What follows belongs to an exercise in optimizing a design on an open flow for small area; a production flow would make more cautious choices.
In this exercise RTL edits were held to simulation tests only and were not proved equivalent to the original.
Power and IR drop assume default switching activity.

## requant
module requant (
	clk,
	ce,
	rst,
	data_in,
	sync_in,
	gain,
	data_out,
	sync_out,
	addr,
	ovfl
);
Size: ~930 cells after synthesis, ~80 I/O pins, ~11,000 um^2 of cells after synthesis.
==> flow/config.mk <==
export PLATFORM = sky130hd
export DESIGN_NAME = requant
export DESIGN_NICKNAME = requant
export VERILOG_FILES = /design/flow/design.v
export SDC_FILE = /design/flow/constraint.sdc
export NUM_CORES = 4
export LEC_CHECK = 0
export CAP_MARGIN = 0
export CORE_MARGIN = 2
export CORE_UTILIZATION = 65
export GPL_TIMING_DRIVEN = 0
export PLACE_DENSITY = 0.75
export SLEW_MARGIN = 0
export SYNTH_HIERARCHICAL = 1
export SYNTH_MINIMUM_KEEP_SIZE = 0
==> flow/constraint.sdc <==
create_clock -name core_clock -period 7.0 [get_ports {clk}]
set_input_delay 1.4000 -clock core_clock [delete_from_list [all_inputs] [get_ports {clk}]]
set_output_delay 1.4000 -clock core_clock [all_outputs]
set_load 0.01 [all_outputs]
standard.sh (not shown) runs the stock make flow with config.mk's settings and CLKGATE_MAP_FILE= SYNTH_SCRIPT=/design/flow/synth_recipe.tcl, a recipe that flattens the netlist after the stock synthesis.
==> flow/flow/run.sh <==
#!/bin/bash
# Standard ORFS layout, with plain buf_1 cells as the port buffers and a clock
# tree of clkbuf_8 cells without dummy loads.
set -euo pipefail
bash standard.sh "BUFFER_PORTS_ARGS=-buffer_cell sky130_fd_sc_hd__buf_1" \
  "CTS_ARGS=-sink_clustering_enable -repair_clock_nets -buf_list sky130_fd_sc_hd__clkbuf_8 -dont_use_dummy_load -sink_clustering_size 24 -sink_clustering_max_diameter 120" \
  finish > make_finish.log 2>&1
The first run completed with no timing, DRC or antenna violations.
Next try:
==> flow/flow/run.sh (replaced) <==
#!/bin/bash
# Standard ORFS layout, with plain buf_1 cells as the port buffers and
# power recovery (downsizing of gates off the critical paths) after global routing.
set -euo pipefail
bash standard.sh "BUFFER_PORTS_ARGS=-buffer_cell sky130_fd_sc_hd__buf_1" RECOVER_POWER=100 finish > make_finish.log 2>&1
CAP_MARGIN = 20   (was 0)
CTS_BUF_LIST = sky130_fd_sc_hd__clkbuf_8   (was default)
SLEW_MARGIN = 20   (was 0)
Effect: With this change the flow ran to the end with violations: max-capacitance violations, max-slew violations; via count climbs slightly; first-iteration DRC count climbs by roughly a tenth; wire length climbs slightly; die area does not change; clock power climbs by about a fifth; cell area climbs slightly; clock skew drops by 0.0088 ns; hold slack barely changes.
Next try:
==> flow/flow/run.sh (replaced) <==
#!/bin/bash
# Standard ORFS layout, with plain buf_1 cells as the port buffers.
set -euo pipefail
bash standard.sh "BUFFER_PORTS_ARGS=-buffer_cell sky130_fd_sc_hd__buf_1" finish > make_finish.log 2>&1
Outcome: Now the flow ran to the end with no violations. Sequential power barely changes. Routed wire length is about the same. Global-route usage does not change. Final cell count does not change. Flip-flop and latch count stays the same. Cell area is higher by 0.36%. Core utilization is higher by 0.26 points. First-iteration DRC count is higher by about 1.8%. Die area is unchanged.
Next try:
==> flow/flow/run.sh (replaced) <==
#!/bin/bash
# Standard ORFS layout, with plain buf_1 cells as the port buffers and a clock
# tree of clkbuf_8 cells without dummy loads.
set -euo pipefail
bash standard.sh "BUFFER_PORTS_ARGS=-buffer_cell sky130_fd_sc_hd__buf_1" \
  "CTS_ARGS=-sink_clustering_enable -repair_clock_nets -buf_list sky130_fd_sc_hd__clkbuf_8 -dont_use_dummy_load" \
  finish > make_finish.log 2>&1
CAP_MARGIN = 0   (was 20)
CTS_BUF_LIST = default   (was sky130_fd_sc_hd__clkbuf_8)
SLEW_MARGIN = 0   (was 20)
=> The changed run finished with timing, DRC and antenna clean. Global-route usage came out lower by 0.50 points. Total power came out lower slightly. Clock-buffer cell count came out lower by 1. Combinational power stays flat. Via count came out lower slightly. Sequential power barely changes. Design area came out lower slightly. Cell count came out lower slightly. Die area does not change. Utilization came out lower by 1.1 points. Routed wire length came out lower slightly.
Next try:
==> flow/flow/run.sh (replaced) <==
#!/bin/bash
# Standard ORFS layout, with plain buf_1 cells as the port buffers.
set -euo pipefail
bash standard.sh "BUFFER_PORTS_ARGS=-buffer_cell sky130_fd_sc_hd__buf_1" finish > make_finish.log 2>&1
ABC_AREA = 1   (was default)
CAP_MARGIN = 20   (was 0)
CTS_BUF_LIST = sky130_fd_sc_hd__clkbuf_8   (was default)
SLEW_MARGIN = 20   (was 0)
What happened:
- The new run passed the timing, DRC and antenna checks
- first-iteration DRC count increases by 11%
- flip-flop and latch count is unchanged
- cell area increases by 3.4%
- area after synthesis increases by 2.8%
- worst setup slack degrades by 0.072 ns
- non-clock buffer count increases by 5
Next try:
ABC_AREA = default   (was 1)
CAP_MARGIN = 5   (was 20)
SLEW_MARGIN = 5   (was 20)
Outcome: Sequential share of layout area increases by 0.56 points; critical path depth increases by 1; power increases by 0.62%; hold slack is about the same; global-route usage increases by 0.15 points; clock power increases by 19%; register-to-register slack improves by 0.05 ns; setup slack improves by 0.068 ns; via count decreases by 6.6%; cell area decreases by 2.4%; utilization increases by 0.82 points.

========
Starting RTL as in the previous note.
export LEC_CHECK = 0
export ABC_CLOCK_PERIOD_IN_PS = 20000
export CAP_MARGIN = 20
export CORE_MARGIN = 2
export CORE_UTILIZATION = 65
export CTS_BUF_LIST = sky130_fd_sc_hd__clkbuf_8
export GPL_TIMING_DRIVEN = 0
export PLACE_DENSITY = 0.75
export SLEW_MARGIN = 20
export SYNTH_HIERARCHICAL = 1
export SYNTH_MINIMUM_KEEP_SIZE = 0
create_clock -name core_clock -period 7.0 [get_ports {clk}]
==> flow/flow/run.sh <==
#!/bin/bash
# Standard ORFS layout, with plain buf_1 cells as the port buffers.
set -euo pipefail
bash standard.sh "BUFFER_PORTS_ARGS=-buffer_cell sky130_fd_sc_hd__buf_1" finish > make_finish.log 2>&1
The starting point passed the timing, DRC and antenna checks.
Then changed:
==> flow/flow/run.sh (replaced) <==
#!/bin/bash
# Standard ORFS layout, with plain buf_1 cells as the port buffers and, after
# floorplanning, synthesis's sized-up combinational cells reset to drive 1
# (flow/downsize.tcl); later repair steps size up where needed.
set -euo pipefail
bash standard.sh "BUFFER_PORTS_ARGS=-buffer_cell sky130_fd_sc_hd__buf_1" \
  "POST_FLOORPLAN_TCL=$PWD/flow/downsize.tcl" finish > make_finish.log 2>&1
==> flow/flow/downsize.tcl (new file) <==
# After floorplanning: put every combinational cell that synthesis sized up
# back to the smallest drive strength of the same function; the later
# repair steps size up again wherever timing, slew or load need it.
# Registers keep the cell type synthesis gave them.
set block [ord::get_db_block]
set n 0
foreach inst [$block getInsts] {
  set master [[$inst getMaster] getName]
  if { ![regexp {^(sky130_fd_sc_hd__[a-z0-9]+)_([0-9]+)$} $master -> base drive] } { continue }
  if { [regexp {__(df|edf|sdf|dl|sedf|tap|fill|decap|conb|clkbuf|clkinv|clkdly|dlygate|dlymetal)} $base] } { continue }
  foreach d {0 1 2} {
    if { $d >= $drive } { break }
    set cand [get_lib_cells -quiet ${base}_$d]
    if { [llength $cand] > 0 && [lsearch $::env(DONT_USE_CELLS) ${base}_$d] < 0 } {
      replace_cell [$inst getName] [get_name [lindex $cand 0]]
      incr n
      break
    }
  }
}
puts "downsize.tcl: resized $n instances"
ABC_CLOCK_PERIOD_IN_PS = not set   (was 20000)
CAP_MARGIN = 0   (was 20)
SLEW_MARGIN = 0   (was 20)
What happened: Sequential power hardly moves. Setup slack is worse by 0.077 ns. Critical path depth is unchanged. Sequential share of layout area rose by 0.23 points. Total power goes down by about 2%. Final cell count hardly moves. Cell area decreases by about 1%. Die area is unchanged. Clock skew went down by 0.0033 ns.
Then changed:
==> flow/flow/run.sh (replaced) <==
#!/bin/bash
# Standard ORFS layout, with plain buf_1 cells as the port buffers.
set -euo pipefail
bash standard.sh "BUFFER_PORTS_ARGS=-buffer_cell sky130_fd_sc_hd__buf_1" finish > make_finish.log 2>&1
CAP_MARGIN = 20   (was 0)
CTS_BUF_LIST = sky130_fd_sc_hd__clkbuf_4 sky130_fd_sc_hd__clkbuf_8   (was sky130_fd_sc_hd__clkbuf_8)
SLEW_MARGIN = 20   (was 0)
removed: flow/flow/downsize.tcl
Maximum frequency came out higher by about 1.3%.
Cell area goes up by 1.0%.
Power climbs by 2.2%.
Die area does not change.
Global-route usage went up by 1.1 points.
Register-to-register slack is worse by 0.02 ns.

-- what the ideal ports hide --
No port has a modelled driver above. Below, the same layouts with a new extraction and two added sets of constraints.
Step 1 assumes that a clkbuf_16 drives the clock port and a buf_2 every other input.
Step 2 adds t to the input delays and takes it off the output delays; t is the mean of the earliest and latest rising clock arrival at the registers after step 1. Input paths then give back, and output paths get back, about the clock's delay inside the block.
Slacks: ideal / step 1 / step 2; pairs: ideal / step 1.
run | shift t [ns] | setup slack, ns | hold slack, ns | worst setup path at the end | clock arrival spread, ns
the first run of note 1 | 0.362 | 0.309 / 0.295 / -0.068 | 0.331 / 0.331 / 0.331 | input to register | 0.024 / 0.025
the second run of note 1 | 0.382 | 0.352 / 0.365 / -0.017 | 0.331 / 0.331 / 0.331 | input to register | 0.016 / 0.015
the third run of note 1 | 0.384 | 0.347 / 0.361 / -0.022 | 0.331 / 0.331 / 0.331 | input to register | 0.016 / 0.015
the fourth run of note 1 | 0.362 | 0.309 / 0.295 / -0.068 | 0.331 / 0.331 / 0.331 | input to register | 0.024 / 0.025
the fifth run of note 1 | 0.374 | 0.237 / 0.245 / -0.129 | 0.334 / 0.334 / 0.334 | input to register | 0.014 / 0.014
the sixth run of note 1 | 0.378 | 0.305 / 0.319 / -0.059 | 0.332 / 0.332 / 0.332 | input to register | 0.012 / 0.012
the first run of note 2 | 0.384 | 0.347 / 0.361 / -0.022 | 0.331 / 0.331 / 0.331 | input to register | 0.016 / 0.015
the second run of note 2 | 0.378 | 0.270 / 0.284 / -0.094 | 0.332 / 0.332 / 0.332 | input to register | 0.013 / 0.013
the third run of note 2 | 0.382 | 0.354 / 0.367 / -0.015 | 0.331 / 0.331 / 0.331 | input to register | 0.016 / 0.016
